From an optimization exercise on the open Yosys and OpenROAD flow, aimed at small area; shortcuts taken in it are not production practice.
In this exercise RTL edits were held to simulation tests only and were not proved equivalent to the original.
Power and IR drop assume default switching activity.

## level
module level (
  input wire          clk,
  input wire          reset_i,
  output wire         sda_oe,
  output wire         sda_o,
  input  wire         sda_i,
  output wire         scl_oe,
  output wire         scl_o,
  input  wire         scl_i,
  output wire         error_led_o,
  output wire [8:0]   led_o
);
==> flow/config.mk <==
export PLATFORM = sky130hd
export DESIGN_NAME = level
export DESIGN_NICKNAME = level
export VERILOG_FILES = /design/flow/design.v
export SDC_FILE = /design/flow/constraint.sdc
export NUM_CORES = 4
export LEC_CHECK = 0
export ABC_AREA = 1
export CAP_MARGIN = 20
export CORE_MARGIN = 2
export CORE_UTILIZATION = 40
export SLEW_MARGIN = 20
==> flow/constraint.sdc <==
create_clock -name core_clock -period 20.0 [get_ports {clk}]
set_input_delay 4.0000 -clock core_clock [delete_from_list [all_inputs] [get_ports {clk}]]
set_output_delay 4.0000 -clock core_clock [all_outputs]
set_load 0.01 [all_outputs]
standard.sh (not shown) runs the stock make flow with config.mk's settings and CLKGATE_MAP_FILE= SYNTH_SCRIPT=/design/flow/synth_recipe.tcl, a recipe that flattens the netlist after the stock synthesis.
==> flow/flow/run.sh <==
#!/bin/bash
# Own layout flow: the standard ORFS flow (standard.sh), with
#  - synthesis mapping with an area-oriented ABC script (flow/abc_area.script:
#    fraig, dc2, dch and the &nf area-recovering mapper) in place of ORFS's
#    abc_area.script; the rest of the synthesis (registers included) is the
#    standard one,
#  - clock tree synthesis without dummy loads, with clkbuf_4 clusters,
#  - the port buffers made with buf_1.
# Each step's full output goes to a log file in this folder.
set -euo pipefail
W=$(pwd)
rm -rf "$W/scripts_abc"
cp -r "$FLOW_HOME/scripts" "$W/scripts_abc"
cp "$W/flow/abc_area.script" "$W/scripts_abc/abc_area.script"

bash standard.sh "SCRIPTS_DIR=$W/scripts_abc" synth > "$W/synth.log" 2>&1

CTS="-sink_clustering_enable -repair_clock_nets -dont_use_dummy_load"
CTS="$CTS -sink_clustering_size 25 -sink_clustering_max_diameter 60"
CTS="$CTS -buf_list sky130_fd_sc_hd__clkbuf_4"
bash standard.sh "CTS_ARGS=$CTS" "BUFFER_PORTS_ARGS=-buffer_cell sky130_fd_sc_hd__buf_1" finish > "$W/layout.log" 2>&1
==> flow/flow/abc_area.script <==
strash
&get -n
&fraig -x
&put
dc2
strash
&get -n
&dch -f
&nf -R 1000
&put
==> next run, changes <==
--- a/flow/design.v
+++ b/flow/design.v
@@ -26,27 +26,25 @@
   WAIT_FOR_VALID_11 = 4'd10,
   VERIFY_12         = 4'd11,
   LED_OPERATION_13  = 4'd12,
   ERROR             = 4'd13;
 reg [3:0] state;
 assign i2c_req_o      = state == ASSERT_WRITE_3 || state == ASSERT_READ_9;
 assign i2c_wr_phase_o = state == WAIT_FOR_BUSY_4 || state == WAIT_FOR_DONE_5;
 assign error_led_o = state == ERROR;
-reg  [4:0] led_c;
-wire [3:0] led_k = led_c[4:1];
-wire       led_e = ~led_c[0];
+reg  signed [4:0] led_c;
 integer m;
 always @(*)
   for (m = 0; m < 9; m = m + 1)
-    led_o[m] = (led_k == m) || (led_e && led_k == m + 1);
+    led_o[m] = (led_c >= 6 - 2 * m) && (led_c <= 8 - 2 * m);
 always @(posedge clk_i) begin
   if (reset_i) begin
     state <= ENSURE_BUSY_1;
-    led_c <= 5'd31;
+    led_c <= 5'sd15;
   end
   else begin
     case (state)
       ENSURE_BUSY_1:     if (!i2c_busy_i) state <= ASSIGN_WRITE_2;
       ASSIGN_WRITE_2:    state <= ASSERT_WRITE_3;
       ASSERT_WRITE_3:    state <= WAIT_FOR_BUSY_4;
       WAIT_FOR_BUSY_4:   if (i2c_busy_i) state <= WAIT_FOR_DONE_5;
       WAIT_FOR_DONE_5:   if (i2c_write_done_i) state <= VERIFY_6;
@@ -241,17 +239,17 @@
     else if (uc_wr_st != 2'd0) uc_wr_st <= uc_wr_st + 2'd1;
   assign uc_wr_data = uc_wr_st == 2'd1 || uc_wr_st == 2'd2;
   assign uc_wr_fall = uc_wr_st == 2'd3;
   always @(posedge clk)
     if (rst) uc_rd_data0 <= 2'b00;
     else if (st_dat2 && load_xfer) uc_rd_data0 <= 2'b11;
     else uc_rd_data0 <= {uc_rd_data0[0], 1'b0};
   always @(posedge clk)
-    if (rst) data_out0 <= 5'd8;
+    if (rst) data_out0 <= 5'd0;
     else if (st_dat2 && mcf) data_out0 <= MODR;
   assign mst_data_out = data_out0;
 endmodule
 module i2c_core (
   input            clk,
   input            men,
   input            msta_in,
   input            mtx,
@@ -649,21 +647,21 @@
       hbit <= sdaInData;
     end
   wire shiftRegEn = ((i_head && master) || i_rcv ||
                      i_xmit) && !rep_start;
   always @(posedge clk)
     if (rst) shiftReg <= 8'd0;
     else if ((~genStart1 && genStart) | uc_wr_fall) shiftReg <= MIDR;
     else if (shiftRegEn & sclNegedge) shiftReg <= {shiftReg[6:0], sdaInData};
-  wire signed [7:0] shiftRegS = shiftReg;
-  wire [4:0] shiftCode = (shiftRegS >= 8'sd7) ? 5'd1 :
-                         (shiftRegS <= -8'sd9) ? 5'd17 : 5'd8 - shiftReg[4:0];
+  wire pos_over = ~shiftReg[7] & (shiftReg[6:3] != 4'b0000);
+  wire neg_over = shiftReg[7] & (shiftReg[6:3] != 4'b1111);
+  wire [4:0] shiftCode = pos_over ? 5'b00111 : neg_over ? 5'b10111 : shiftReg[4:0];
   always @(posedge clk)
-    if (rst) MODR <= 5'd8;
+    if (rst) MODR <= 5'd0;
     else if (i_ackd || i_wack) MODR <= shiftCode;
   always @(posedge clk)
     if (rst || (mscl_state == ST_SCL_IDLE)) arb_lost <= 1'b0;
     else if (master && ~arb_lost && sclPosedge &&
              (i_idle || i_head ||
               i_xmit || i_ackd))
       arb_lost <= (sda_out != sdaIn_int);
   always @(posedge clk)
Effect: The new run completed with no timing, DRC or antenna violations. Maximum frequency is lower by a few percent. Power is higher slightly. Final cell count is lower slightly. Core utilization is lower by 0.17 points. Clock power barely changes. Setup slack got worse by 0.13 ns. Sequential power barely changes. Via count is lower slightly. Flip-flop and latch count stays the same.

separate check: timing with driven ports:
How much do the figures lean on ideal ports? The routed layouts below were timed once more, with nothing changed but the port constraints.
Step 1 sets driving cells, clkbuf_16 on the clock port and buf_2 on the other inputs (assumed; they add their load-dependent delay and slew).
Step 2 adds t to the input delays and takes it off the output delays; t is the mean of the earliest and latest rising clock arrival at the registers after step 1. Input paths then give back, and output paths get back, about the clock's delay inside the block.
Slacks: ideal ports / drivers / drivers and shift; pairs: ideal ports / drivers.
run | t (ns) | setup slack, ns | worst hold slack (ns) | worst data-port slew with drivers (ns) | cell pins on the clock port's net
the first run | 0.544 | 14.465 / 14.427 / 14.226 | 0.414 / 0.414 / 0.414 | 0.03 | 1
the second run | 0.529 | 14.337 / 14.303 / 14.650 | 0.428 / 0.428 / 0.428 | 0.03 | 1
After both steps setup and hold are still met in every run listed. For the first run, which loses most, drivers alone change the setup slack by -0.038 ns; drivers and shift together by -0.239 ns.
